What follows belongs to an exercise in optimizing a design on an open flow for small area; a production flow would make more cautious choices. RTL that was checked went through simulation tests only; none was proved equivalent to the original. Power is estimated from default activity; no workload was simulated.

==> v25 <==
==> flow/design.v <==
module uart_rx (
   input        i_Clock,
   input        i_Reset,
   input        i_Rx_Serial,
   output       o_Cmd,       
   output       o_Pop,       
   output       o_Hold,      
   output       o_Wr_Win,    
   output [7:0] o_Lane       
   );
  localparam s_IDLE  = 3'b000;
  localparam s_CMD   = 3'b001;   
  localparam s_CLEAN = 3'b010;   
  localparam s_START = 3'b100;
  localparam s_DATA  = 3'b101;
  localparam s_STOP  = 3'b110;
  reg       r_Rx_Data_R;
  reg       r_Rx_Data;
  reg [2:0] r_SM;
  reg [6:0] r_Cnt;
  reg [2:0] r_Idx;
  reg       r_Hold;
  reg       r_Miss;
  wire w_Busy  = r_SM[2];
  wire w_Data  = (r_SM == s_DATA);
  wire w_Half  = r_Cnt[5] & r_Cnt[3] & r_Cnt[1] & r_Cnt[0];    
  wire w_Full  = r_Cnt[6] & r_Cnt[4] & r_Cnt[2] & r_Cnt[1];    
  wire w_Start = (r_SM == s_START);
  wire w_End   = w_Start ? w_Half : w_Full;
  wire w_Samp  = w_Data & w_Full;
  wire [7:0] c_Cmd = 8'h5C;
  wire w_Exp = c_Cmd[r_Idx];
  always @(posedge i_Clock)
    begin
      if (i_Reset)
        begin
          r_Rx_Data_R <= 1'b1;
          r_Rx_Data   <= 1'b1;
        end
      else
        begin
          r_Rx_Data_R <= i_Rx_Serial;
          r_Rx_Data   <= r_Rx_Data_R;
        end
    end
  always @(posedge i_Clock)
    begin
      if (!w_Busy || w_End)
        r_Cnt <= 0;
      else
        r_Cnt <= r_Cnt + 1;
      if (w_Samp)
        begin
          r_Hold <= r_Rx_Data;
          r_Miss <= ((r_Idx != 0) & r_Miss) | (r_Rx_Data ^ w_Exp);
        end
    end
  always @(posedge i_Clock)
    begin
      if (i_Reset)
        begin
          r_SM  <= s_IDLE;
          r_Idx <= 0;
        end
      else
        begin
          if (w_Samp)
            r_Idx <= r_Idx + 1;
          case (r_SM)
            s_START :
              if (w_Half)
                r_SM <= r_Rx_Data ? s_IDLE : s_DATA;
            s_DATA :
              if (w_Full && r_Idx == 7)
                r_SM <= s_STOP;
            s_STOP :
              if (w_Full)
                r_SM <= s_CLEAN;
            s_CLEAN :
              r_SM <= s_CMD;
            default :
              r_SM <= r_Rx_Data ? s_IDLE : s_START;
          endcase
        end
    end
  assign o_Cmd    = (r_SM == s_CMD);
  assign o_Pop    = !r_Miss;
  assign o_Hold   = r_Hold;
  assign o_Wr_Win = (r_Cnt[6:5] == 2'b00) &
                    ((w_Data & (r_Idx != 0)) | (r_SM == s_STOP));
  genvar g;
  generate
    for (g = 0; g < 8; g = g + 1)
      begin : lane
        assign o_Lane[g] = (r_Idx == ((g + 1) % 8));
      end
  endgenerate
endmodule
module uart_tx (
   input        i_Clock,
   input        i_Reset,
   input        i_Tx_DV,
   input        i_Zero,      
   input        i_Hit,       
   input        i_Bit,       
   output [2:0] o_Lane,
   output       o_Tx_Active,
   output reg   o_Tx_Serial,
   output       o_Tx_Done
   );
  localparam s_IDLE  = 3'b000;
  localparam s_IDLED = 3'b001;   
  localparam s_CLEAN = 3'b011;
  localparam s_START = 3'b100;
  localparam s_DATA  = 3'b101;
  localparam s_STOP  = 3'b110;
  reg [2:0] r_SM;
  reg [6:0] r_Cnt;
  reg [2:0] r_Idx;    
  reg       r_Next;
  reg       r_Zero;
  wire w_Busy  = r_SM[2];
  wire w_Idle  = ~r_SM[2] & ~r_SM[1];
  wire w_Data  = (r_SM == s_DATA);
  wire w_Full  = r_Cnt[6] & r_Cnt[4] & r_Cnt[2] & r_Cnt[1];    
  wire w_Fetch = (r_SM == s_START || w_Data) && (r_Cnt[6:5] == 2'b01) && i_Hit;
  always @(posedge i_Clock)
    begin
      if (!w_Busy || w_Full)
        r_Cnt <= 0;
      else
        r_Cnt <= r_Cnt + 1;
      if (w_Fetch)
        r_Next <= i_Bit;
      if (w_Idle)
        r_Zero <= i_Zero;
    end
  always @(posedge i_Clock)
    begin
      if (i_Reset)
        begin
          r_SM        <= s_IDLE;
          r_Idx       <= 0;
          o_Tx_Serial <= 1'b1;
        end
      else
        begin
          if (w_Full && (r_SM == s_START || (w_Data && r_Idx != 0)))
            r_Idx <= r_Idx + 1;
          if (r_SM == s_START)
            o_Tx_Serial <= 1'b0;
          else if (w_Data)
            begin
              if (r_Cnt == 0)
                o_Tx_Serial <= r_Next & ~r_Zero;
            end
          else
            o_Tx_Serial <= 1'b1;
          case (r_SM)
            s_START :
              if (w_Full)
                r_SM <= s_DATA;
            s_DATA :
              if (w_Full && r_Idx == 0)
                r_SM <= s_STOP;
            s_STOP :
              if (w_Full)
                r_SM <= s_CLEAN;
            s_CLEAN :
              r_SM <= s_IDLED;
            default :
              r_SM <= i_Tx_DV ? s_START : s_IDLE;
          endcase
        end
    end
  assign o_Lane      = r_Idx;
  assign o_Tx_Active = r_SM[2];
  assign o_Tx_Done   = ~r_SM[2] & r_SM[0];
endmodule
module synq_fifo (
    input        clk,
    input        rst,
    input        wr_en,      
    input        rd_en,      
    input        lane_wr,    
    input  [7:0] lane_sel,
    input        lane_bit,
    input  [2:0] rd_lane,    
    output       rd_hit,     
    output       rd_bit,
    output       f_empty,
    output       f_full
    );
    reg [7:0] r_Ring [0:31];
    reg [4:0] a_pos, b_pos;
    reg       r_full;
    wire w_eq   = (a_pos == b_pos);
    wire w_pop  = rd_en & ~f_empty;
    wire w_push = wr_en & ~r_full;
    wire w_wr   = lane_wr & (b_pos == 5'd0) & ~r_full;
    integer i;
    always @(posedge clk)
    begin
        for (i = 0; i < 31; i = i + 1)
            r_Ring[i] <= r_Ring[i+1];
        r_Ring[31] <= (w_wr ? lane_sel : 8'h00) & {8{lane_bit}} |
                      (w_wr ? ~lane_sel : 8'hFF) & r_Ring[0];
    end
    always @(posedge clk)
    begin
        if (rst)
        begin
            a_pos  <= 0;
            b_pos  <= 0;
            r_full <= 0;
        end
        else
        begin
            if (!w_pop)
                a_pos <= a_pos - 1;
            if (!w_push)
                b_pos <= b_pos - 1;
            if (w_pop)
                r_full <= 0;
            else if (w_push)
                r_full <= (a_pos == b_pos + 5'd1);
        end
    end
    assign rd_hit  = (a_pos == 5'd1);
    assign rd_bit  = r_Ring[0][rd_lane];
    assign f_empty = w_eq & ~r_full;
    assign f_full  = r_full;
endmodule
module control_logic(
    input  i_Clock,
    input  i_Reset,
    input  i_Cmd,
    input  i_Pop,
    input  i_Empty,
    output o_wr_en,
    output o_rd_en,
    output o_Tx_DV,
    output o_Tx_Zero
    );
    reg r_Tx_DV;
    reg r_Zero;
    always @(posedge i_Clock)
    begin
        if (i_Reset)
            r_Tx_DV <= 1'b0;
        else
            r_Tx_DV <= i_Cmd & i_Pop;
        r_Zero <= i_Empty;
    end
    assign o_wr_en   = i_Cmd & ~i_Pop;
    assign o_rd_en   = i_Cmd & i_Pop;
    assign o_Tx_DV   = r_Tx_DV;
    assign o_Tx_Zero = r_Zero;
endmodule
module top(
    input Clock,
    input Reset,
    input Rx_Serial,
    output f_full,
    output f_empty,
    output Tx_Active,
    output Tx_Serial,
    output Tx_Done
    );
    wire       cmd, pop, hold, wr_win, rd, wr, tx_dv, tx_zero, hit, rbit;
    wire [7:0] lane;
    wire [2:0] tx_lane;
uart_rx uart_rx_inst(
   .i_Clock(Clock),
   .i_Reset(Reset),
   .i_Rx_Serial(Rx_Serial),
   .o_Cmd(cmd),
   .o_Pop(pop),
   .o_Hold(hold),
   .o_Wr_Win(wr_win),
   .o_Lane(lane)
   );
control_logic control_logic_inst(
    .i_Clock(Clock),
    .i_Reset(Reset),
    .i_Cmd(cmd),
    .i_Pop(pop),
    .i_Empty(f_empty),
    .o_wr_en(wr),
    .o_rd_en(rd),
    .o_Tx_DV(tx_dv),
    .o_Tx_Zero(tx_zero)
    );
synq_fifo synq_fifo_inst(
    .clk(Clock),
    .rst(Reset),
    .wr_en(wr),
    .rd_en(rd),
    .lane_wr(wr_win),
    .lane_sel(lane),
    .lane_bit(hold),
    .rd_lane(tx_lane),
    .rd_hit(hit),
    .rd_bit(rbit),
    .f_empty(f_empty),
    .f_full(f_full)
    );
uart_tx uart_tx_inst(
   .i_Clock(Clock),
   .i_Reset(Reset),
   .i_Tx_DV(tx_dv),
   .i_Zero(tx_zero),
   .i_Hit(hit),
   .i_Bit(rbit),
   .o_Lane(tx_lane),
   .o_Tx_Active(Tx_Active),
   .o_Tx_Serial(Tx_Serial),
   .o_Tx_Done(Tx_Done)
   );
endmodule
==> flow/run.sh <==
#!/bin/bash
# synth_recipe.tcl (not shown) runs the flow's synth.tcl, then flattens the netlist and writes it again
# the make line also repeats each setting of config.mk as NAME=value (left out here)
make -C /OpenROAD-flow-scripts/flow DESIGN_CONFIG=/design/flow/config.mk WORK_HOME=/design/flow/orfs CLKGATE_MAP_FILE= SYNTH_SCRIPT=/design/flow/synth_recipe.tcl finish
==> flow/config.mk <==
export PLATFORM = sky130hd
export DESIGN_NAME = top
export DESIGN_NICKNAME = top
export VERILOG_FILES = /design/flow/design.v
export SDC_FILE = /design/flow/constraint.sdc
export NUM_CORES = 4
export LEC_CHECK = 0
export CAP_MARGIN = 20
export CORE_MARGIN = 2
export CORE_UTILIZATION = 40
export SLEW_MARGIN = 20
==> flow/constraint.sdc <==
create_clock -name core_clock -period 10.0 [get_ports {Clock}]
set_input_delay 2.0000 -clock core_clock [delete_from_list [all_inputs] [get_ports {Clock}]]
set_output_delay 2.0000 -clock core_clock [all_outputs]
set_load 0.01 [all_outputs]
==> v19 (differences from v25) <==
==> flow/design.v, changed modules only <==
module uart_tx (
   input        i_Clock,
   input        i_Reset,
   input        i_Rd,        
   input        i_Empty,     
   input        i_Hit,       
   input        i_Bit,       
   output [2:0] o_Lane,
   output       o_Tx_Active,
   output reg   o_Tx_Serial,
   output       o_Tx_Done
   );
  localparam s_IDLE  = 3'b000;
  localparam s_IDLED = 3'b001;   
  localparam s_CLEAN = 3'b010;
  localparam s_PRED  = 3'b011;
  localparam s_PRE   = 3'b100;
  localparam s_DATA  = 3'b101;
  localparam s_START = 3'b110;
  localparam s_STOP  = 3'b111;
  reg [2:0] r_SM;
  reg [6:0] r_Cnt;
  reg [2:0] r_Idx;    
  reg       r_Next;
  reg       r_Zero;
  wire w_Busy  = r_SM[2] & (r_SM[1] | r_SM[0]);
  wire w_Ready = ~r_SM[2] & ~(r_SM[1] & r_SM[0]);
  wire w_Data  = (r_SM == s_DATA);
  wire w_Start = (r_SM == s_START);
  wire w_Full  = r_Cnt[6] & r_Cnt[4] & r_Cnt[2] & r_Cnt[1];    
  wire w_Fetch = (w_Start | w_Data) & (r_Cnt[6:5] == 2'b01) & i_Hit;
  always @(posedge i_Clock)
    begin
      if (!w_Busy || w_Full)
        r_Cnt <= 0;
      else
        r_Cnt <= r_Cnt + 1;
      if (w_Fetch)
        r_Next <= i_Bit;
      if (w_Ready & i_Rd)
        r_Zero <= i_Empty;
    end
  always @(posedge i_Clock)
    begin
      if (i_Reset)
        begin
          r_SM        <= s_IDLE;
          r_Idx       <= 0;
          o_Tx_Serial <= 1'b1;
        end
      else
        begin
          if (w_Full && (w_Start || (w_Data && r_Idx != 0)))
            r_Idx <= r_Idx + 1;
          if (w_Start)
            o_Tx_Serial <= 1'b0;
          else if (w_Data)
            begin
              if (r_Cnt == 0)
                o_Tx_Serial <= r_Next & ~r_Zero;
            end
          else
            o_Tx_Serial <= 1'b1;
          case (r_SM)
            s_IDLE, s_IDLED :
              r_SM <= i_Rd ? s_PRE : s_IDLE;
            s_CLEAN :
              r_SM <= i_Rd ? s_PRED : s_IDLED;
            s_PRE, s_PRED :
              r_SM <= s_START;
            s_START :
              if (w_Full)
                r_SM <= s_DATA;
            s_DATA :
              if (w_Full && r_Idx == 0)
                r_SM <= s_STOP;
            s_STOP :
              if (w_Full)
                r_SM <= s_CLEAN;
          endcase
        end
    end
  assign o_Lane      = r_Idx;
  assign o_Tx_Active = w_Busy;
  assign o_Tx_Done   = ~r_SM[2] & (r_SM[1] | r_SM[0]);
endmodule
module synq_fifo (
    input        clk,
    input        rst,
    input        wr_en,      
    input        rd_en,      
    input        lane_wr,    
    input  [7:0] lane_sel,
    input        lane_bit,
    input  [2:0] rd_lane,    
    output       rd_hit,     
    output       rd_bit,
    output       f_empty,
    output       f_full
    );
    reg [7:0] r_Ring [0:31];
    reg [4:0] a_pos, b_pos;
    reg       r_last_push;    
    wire w_eq   = (a_pos == b_pos);
    wire w_pop  = rd_en & ~f_empty;
    wire w_push = wr_en & ~f_full;
    wire w_wr   = lane_wr & (b_pos == 5'd0) & ~f_full;
    integer i;
    always @(posedge clk)
    begin
        for (i = 0; i < 31; i = i + 1)
            r_Ring[i] <= r_Ring[i+1];
        r_Ring[31] <= (w_wr ? lane_sel : 8'h00) & {8{lane_bit}} |
                      (w_wr ? ~lane_sel : 8'hFF) & r_Ring[0];
    end
    always @(posedge clk)
    begin
        if (rst)
        begin
            a_pos  <= 0;
            b_pos  <= 0;
            r_last_push <= 0;
        end
        else
        begin
            if (!w_pop)
                a_pos <= a_pos - 1;
            if (!w_push)
                b_pos <= b_pos - 1;
            if (w_pop)
                r_last_push <= 0;
            else if (w_push)
                r_last_push <= 1;
        end
    end
    assign rd_hit  = (a_pos == 5'd1);
    assign rd_bit  = r_Ring[0][rd_lane];
    assign f_empty = w_eq & ~r_last_push;
    assign f_full  = w_eq & r_last_push;
endmodule
module control_logic(
    input  i_Cmd,
    input  i_Pop,
    output o_wr_en,
    output o_rd_en
    );
    assign o_wr_en = i_Cmd & ~i_Pop;
    assign o_rd_en = i_Cmd & i_Pop;
endmodule
module top(
    input Clock,
    input Reset,
    input Rx_Serial,
    output f_full,
    output f_empty,
    output Tx_Active,
    output Tx_Serial,
    output Tx_Done
    );
    wire       cmd, pop, hold, wr_win, rd, wr, hit, rbit;
    wire [7:0] lane;
    wire [2:0] tx_lane;
uart_rx uart_rx_inst(
   .i_Clock(Clock),
   .i_Reset(Reset),
   .i_Rx_Serial(Rx_Serial),
   .o_Cmd(cmd),
   .o_Pop(pop),
   .o_Hold(hold),
   .o_Wr_Win(wr_win),
   .o_Lane(lane)
   );
control_logic control_logic_inst(
    .i_Cmd(cmd),
    .i_Pop(pop),
    .o_wr_en(wr),
    .o_rd_en(rd)
    );
synq_fifo synq_fifo_inst(
    .clk(Clock),
    .rst(Reset),
    .wr_en(wr),
    .rd_en(rd),
    .lane_wr(wr_win),
    .lane_sel(lane),
    .lane_bit(hold),
    .rd_lane(tx_lane),
    .rd_hit(hit),
    .rd_bit(rbit),
    .f_empty(f_empty),
    .f_full(f_full)
    );
uart_tx uart_tx_inst(
   .i_Clock(Clock),
   .i_Reset(Reset),
   .i_Rd(rd),
   .i_Empty(f_empty),
   .i_Hit(hit),
   .i_Bit(rbit),
   .o_Lane(tx_lane),
   .o_Tx_Active(Tx_Active),
   .o_Tx_Serial(Tx_Serial),
   .o_Tx_Done(Tx_Done)
   );
endmodule
CORE_UTILIZATION = 60   (was 40)
CTS_BUF_LIST = sky130_fd_sc_hd__clkbuf_4   (was default)
CTS_CLUSTER_DIAMETER = 30   (was default)
CTS_CLUSTER_SIZE = 8   (was default)
==> v6 (differences from v25) <==
==> flow/design.v, changed modules only <==
module uart_rx (
   input        i_Clock,
   input        i_Reset,
   input        i_Rx_Serial,
   output       o_Cmd,       
   output       o_Pop,       
   output       o_Hold,      
   output       o_Wr_Win,    
   output [7:0] o_Lane       
   );
  localparam s_IDLE   = 3'b000;
  localparam s_CMD2   = 3'b001;   
  localparam s_CLEAN  = 3'b010;   
  localparam s_CMD1   = 3'b011;   
  localparam s_START  = 3'b100;
  localparam s_STARTC = 3'b101;   
  localparam s_STOP   = 3'b110;
  localparam s_DATA   = 3'b111;
  reg       r_Rx_Data;
  reg [2:0] r_SM;
  reg [6:0] r_Cnt;
  reg [2:0] r_Idx;
  reg       r_Hold;
  reg       r_Miss;
  wire w_Busy  = r_SM[2];
  wire w_Start = r_SM[2] & ~r_SM[1];
  wire w_Data  = (r_SM == s_DATA);
  wire w_Full  = r_Cnt[6] & r_Cnt[4] & r_Cnt[2] & r_Cnt[1];    
  wire w_Samp  = w_Data & w_Full;
  wire [7:0] c_Cmd = 8'h5C;
  wire w_Exp = c_Cmd[r_Idx];
  wire [7:0] w_Cry;
  assign w_Cry[0] = 1'b1;
  genvar c;
  generate
    for (c = 0; c < 7; c = c + 1)
      begin : inc
        assign w_Cry[c+1] = w_Cry[c] & r_Cnt[c];
      end
  endgenerate
  always @(posedge i_Clock)
    begin
      if (i_Reset)
        r_Rx_Data <= 1'b1;
      else
        r_Rx_Data <= i_Rx_Serial;
    end
  always @(posedge i_Clock)
    begin
      r_Cnt <= w_Busy ? ({7{~w_Full}} & (r_Cnt ^ w_Cry[6:0])) : 7'd43;
      if (w_Samp)
        begin
          r_Hold <= r_Rx_Data;
          r_Miss <= ((r_Idx != 0) & r_Miss) | (r_Rx_Data ^ w_Exp);
        end
    end
  always @(posedge i_Clock)
    begin
      if (i_Reset)
        begin
          r_SM  <= s_IDLE;
          r_Idx <= 0;
        end
      else
        begin
          if (w_Samp)
            r_Idx <= r_Idx + 1;
          case (r_SM)
            s_START, s_STARTC :
              if (w_Full)
                r_SM <= r_Rx_Data ? s_IDLE : s_DATA;
              else
                r_SM <= s_START;
            s_DATA :
              if (w_Full && r_Idx == 7)
                r_SM <= s_STOP;
            s_STOP :
              if (w_Full)
                r_SM <= s_CLEAN;
            s_CLEAN :
              r_SM <= s_CMD1;
            s_CMD1 :
              r_SM <= r_Rx_Data ? s_CMD2 : s_STARTC;
            default :
              r_SM <= r_Rx_Data ? s_IDLE : s_START;
          endcase
        end
    end
  assign o_Cmd    = r_SM[0] & ~r_SM[1];
  assign o_Pop    = !r_Miss;
  assign o_Hold   = r_Hold;
  assign o_Wr_Win = (r_Cnt[6:5] == 2'b00) &
                    ((w_Data & (r_Idx != 0)) | (r_SM == s_STOP));
  genvar g;
  generate
    for (g = 0; g < 8; g = g + 1)
      begin : lane
        assign o_Lane[g] = (r_Idx == ((g + 1) % 8));
      end
  endgenerate
endmodule
module uart_tx (
   input        i_Clock,
   input        i_Reset,
   input        i_Rd,        
   input        i_Empty,     
   input        i_Hit,       
   input        i_Bit,       
   output [2:0] o_Lane,
   output       o_Tx_Active,
   output reg   o_Tx_Serial,
   output       o_Tx_Done
   );
  localparam s_IDLE  = 3'b000;
  localparam s_IDLED = 3'b001;   
  localparam s_CLEAN = 3'b010;
  localparam s_PRED  = 3'b011;
  localparam s_PRE   = 3'b100;
  localparam s_DATA  = 3'b101;
  localparam s_START = 3'b110;
  localparam s_STOP  = 3'b111;
  reg [2:0] r_SM;
  reg [6:0] r_Cnt;
  reg [2:0] r_Idx;    
  reg       r_Next;
  reg       r_Zero;
  wire w_Busy  = r_SM[2] & (r_SM[1] | r_SM[0]);
  wire w_Ready = ~r_SM[2] & ~(r_SM[1] & r_SM[0]);
  wire w_Data  = (r_SM == s_DATA);
  wire w_Start = (r_SM == s_START);
  wire w_Full  = r_Cnt[6] & r_Cnt[4] & r_Cnt[2] & r_Cnt[1];    
  wire w_Fetch = (w_Start | w_Data) & (r_Cnt[6:5] == 2'b01) & i_Hit;
  wire [7:0] w_Cry;
  assign w_Cry[0] = 1'b1;
  genvar c;
  generate
    for (c = 0; c < 7; c = c + 1)
      begin : inc
        assign w_Cry[c+1] = w_Cry[c] & r_Cnt[c];
      end
  endgenerate
  always @(posedge i_Clock)
    begin
      r_Cnt <= {7{w_Busy & ~w_Full}} & (r_Cnt ^ w_Cry[6:0]);
      if (w_Fetch)
        r_Next <= i_Bit;
      if (w_Ready & i_Rd)
        r_Zero <= i_Empty;
    end
  always @(posedge i_Clock)
    begin
      if (i_Reset)
        begin
          r_SM        <= s_IDLE;
          r_Idx       <= 0;
          o_Tx_Serial <= 1'b1;
        end
      else
        begin
          if (w_Full && (w_Start || (w_Data && r_Idx != 0)))
            r_Idx <= r_Idx + 1;
          if (w_Start)
            o_Tx_Serial <= 1'b0;
          else if (w_Data)
            begin
              if (r_Cnt[6:5] == 2'b00)
                o_Tx_Serial <= r_Next & ~r_Zero;
            end
          else
            o_Tx_Serial <= 1'b1;
          case (r_SM)
            s_IDLE, s_IDLED :
              r_SM <= i_Rd ? s_PRE : s_IDLE;
            s_CLEAN :
              r_SM <= i_Rd ? s_PRED : s_IDLED;
            s_PRE, s_PRED :
              r_SM <= s_START;
            s_START :
              if (w_Full)
                r_SM <= s_DATA;
            s_DATA :
              if (w_Full && r_Idx == 0)
                r_SM <= s_STOP;
            s_STOP :
              if (w_Full)
                r_SM <= s_CLEAN;
          endcase
        end
    end
  assign o_Lane      = r_Idx;
  assign o_Tx_Active = w_Busy;
  assign o_Tx_Done   = ~r_SM[2] & (r_SM[1] | r_SM[0]);
endmodule
module synq_fifo (
    input        clk,
    input        rst,
    input        wr_en,      
    input        rd_en,      
    input        lane_wr,    
    input  [7:0] lane_sel,
    input        lane_bit,
    input  [2:0] rd_lane,    
    output       rd_hit,     
    output       rd_bit,
    output       f_empty,
    output       f_full
    );
    reg [7:0] r_Ring [0:31];
    reg [4:0] a_pos, b_pos;
    reg       r_last_push;    
    wire w_eq   = (a_pos == b_pos);
    wire w_pop  = rd_en & ~f_empty;
    wire w_push = wr_en & ~f_full;
    wire w_wr   = lane_wr & (b_pos == 5'd0) & ~f_full;
    wire [5:0] a_bor, b_bor;
    assign a_bor[0] = ~w_pop;
    assign b_bor[0] = ~w_push;
    genvar g;
    generate
        for (g = 0; g < 5; g = g + 1)
        begin : dec
            assign a_bor[g+1] = a_bor[g] & ~a_pos[g];
            assign b_bor[g+1] = b_bor[g] & ~b_pos[g];
        end
    endgenerate
    integer i;
    always @(posedge clk)
    begin
        for (i = 0; i < 31; i = i + 1)
            r_Ring[i] <= r_Ring[i+1];
        r_Ring[31] <= (w_wr ? lane_sel : 8'h00) & {8{lane_bit}} |
                      (w_wr ? ~lane_sel : 8'hFF) & r_Ring[0];
    end
    always @(posedge clk)
    begin
        if (rst)
        begin
            a_pos  <= 0;
            b_pos  <= 0;
            r_last_push <= 0;
        end
        else
        begin
            a_pos <= a_pos ^ a_bor[4:0];
            b_pos <= b_pos ^ b_bor[4:0];
            if (w_pop)
                r_last_push <= 0;
            else if (w_push)
                r_last_push <= 1;
        end
    end
    assign rd_hit  = (a_pos == 5'd1);
    assign rd_bit  = r_Ring[0][rd_lane];
    assign f_empty = w_eq & ~r_last_push;
    assign f_full  = w_eq & r_last_push;
endmodule
module control_logic(
    input  i_Cmd,
    input  i_Pop,
    output o_wr_en,
    output o_rd_en
    );
    assign o_wr_en = i_Cmd & ~i_Pop;
    assign o_rd_en = i_Cmd & i_Pop;
endmodule
module top(
    input Clock,
    input Reset,
    input Rx_Serial,
    output f_full,
    output f_empty,
    output Tx_Active,
    output Tx_Serial,
    output Tx_Done
    );
    wire       cmd, pop, hold, wr_win, rd, wr, hit, rbit;
    wire [7:0] lane;
    wire [2:0] tx_lane;
uart_rx uart_rx_inst(
   .i_Clock(Clock),
   .i_Reset(Reset),
   .i_Rx_Serial(Rx_Serial),
   .o_Cmd(cmd),
   .o_Pop(pop),
   .o_Hold(hold),
   .o_Wr_Win(wr_win),
   .o_Lane(lane)
   );
control_logic control_logic_inst(
    .i_Cmd(cmd),
    .i_Pop(pop),
    .o_wr_en(wr),
    .o_rd_en(rd)
    );
synq_fifo synq_fifo_inst(
    .clk(Clock),
    .rst(Reset),
    .wr_en(wr),
    .rd_en(rd),
    .lane_wr(wr_win),
    .lane_sel(lane),
    .lane_bit(hold),
    .rd_lane(tx_lane),
    .rd_hit(hit),
    .rd_bit(rbit),
    .f_empty(f_empty),
    .f_full(f_full)
    );
uart_tx uart_tx_inst(
   .i_Clock(Clock),
   .i_Reset(Reset),
   .i_Rd(rd),
   .i_Empty(f_empty),
   .i_Hit(hit),
   .i_Bit(rbit),
   .o_Lane(tx_lane),
   .o_Tx_Active(Tx_Active),
   .o_Tx_Serial(Tx_Serial),
   .o_Tx_Done(Tx_Done)
   );
endmodule
CORE_UTILIZATION = 70   (was 40)
CTS_BUF_LIST = sky130_fd_sc_hd__clkbuf_8   (was default)
CTS_CLUSTER_DIAMETER = 50   (was default)
CTS_CLUSTER_SIZE = 20   (was default)
PLACE_DENSITY = 0.85   (was default)
==> comparison table <==
metric	v25	v6	v19
Run status	timing/DRC/antenna clean	timing/DRC/antenna clean	timing/DRC/antenna clean
Router iterations before antenna repair	4	5	4
Worst-skew pair later-pin latency	0.51 ns	0.51 ns	0.61 ns
Standard-cell rows	50	37	41
Clock root buffer	sky130_fd_sc_hd__clkbuf_16	sky130_fd_sc_hd__clkbuf_8	sky130_fd_sc_hd__clkbuf_4
Reported clock group power	1.02 mW	0.533 mW	0.688 mW
Start point of the worst hold path	synq_fifo_inst.r_Ring[9][1]$_DFF_P_	synq_fifo_inst.r_Ring[13][6]$_DFF_P_	synq_fifo_inst.r_Ring[15][2]$_DFF_P_
H-tree levels	1	1	2
Fraction of the mapped netlist area in adder cells	2.60%	4.40%	2.48%
Switching share of power	19.5%	20.1%	20.5%
Post-route clock skew	0.0115 ns	0.0145 ns	0.0174 ns
Worst reg2reg path startpoint	synq_fifo_inst.r_full$_SDFFE_PP0P_	uart_rx_inst.r_SM[0]$_SDFFE_PP0P_	uart_rx_inst.r_Idx[0]$_SDFFE_PP0P_
Avg Inst Size Synth	14.4 um^2	14.9 um^2	14.4 um^2
Endpoint of the worst-slack reg-to-reg timing path	synq_fifo_inst.r_Ring[31][3]$_DFF_P_	synq_fifo_inst.a_pos[4]$_SDFF_PP0_	synq_fifo_inst.r_Ring[31][3]$_DFF_P_
Number of cells in the finished layout apart from fillers	814	653	760
Post-synthesis cell count	535	495	527
Part of the total power dissipated in the clock network	44.1%	29.8%	35.5%
Placer congestion estimate	0.767	0.767	0.769
Only the layout flow was run in v19; the RTL was not checked for function there.

[separate check: timing with driven ports]
No port has a modelled driver above. Below, the same layouts with a new extraction and two added sets of constraints. Step 1: set_driving_cell puts a clkbuf_16 on Clock and a buf_2 on each other input, an assumption about the parent block. Step 2 moves the port delays by t, midway between the first and last clock arrival at a register: inputs arrive t later, outputs are due t later. That takes back most of the time a late clock gives input paths. Three values: ideal, step 1, step 2; two values: the first two.
run	t (ns)	setup slack, ns	hold WS [ns]
v25	0.548	5.694 / 5.651 / 6.199	0.318 / 0.318 / 0.318
v19	0.631	5.712 / 5.681 / 6.312	0.320 / 0.320 / 0.320
v6	0.537	5.654 / 5.621 / 6.158	0.323 / 0.323 / 0.323
After both steps every run listed still meets setup and hold.
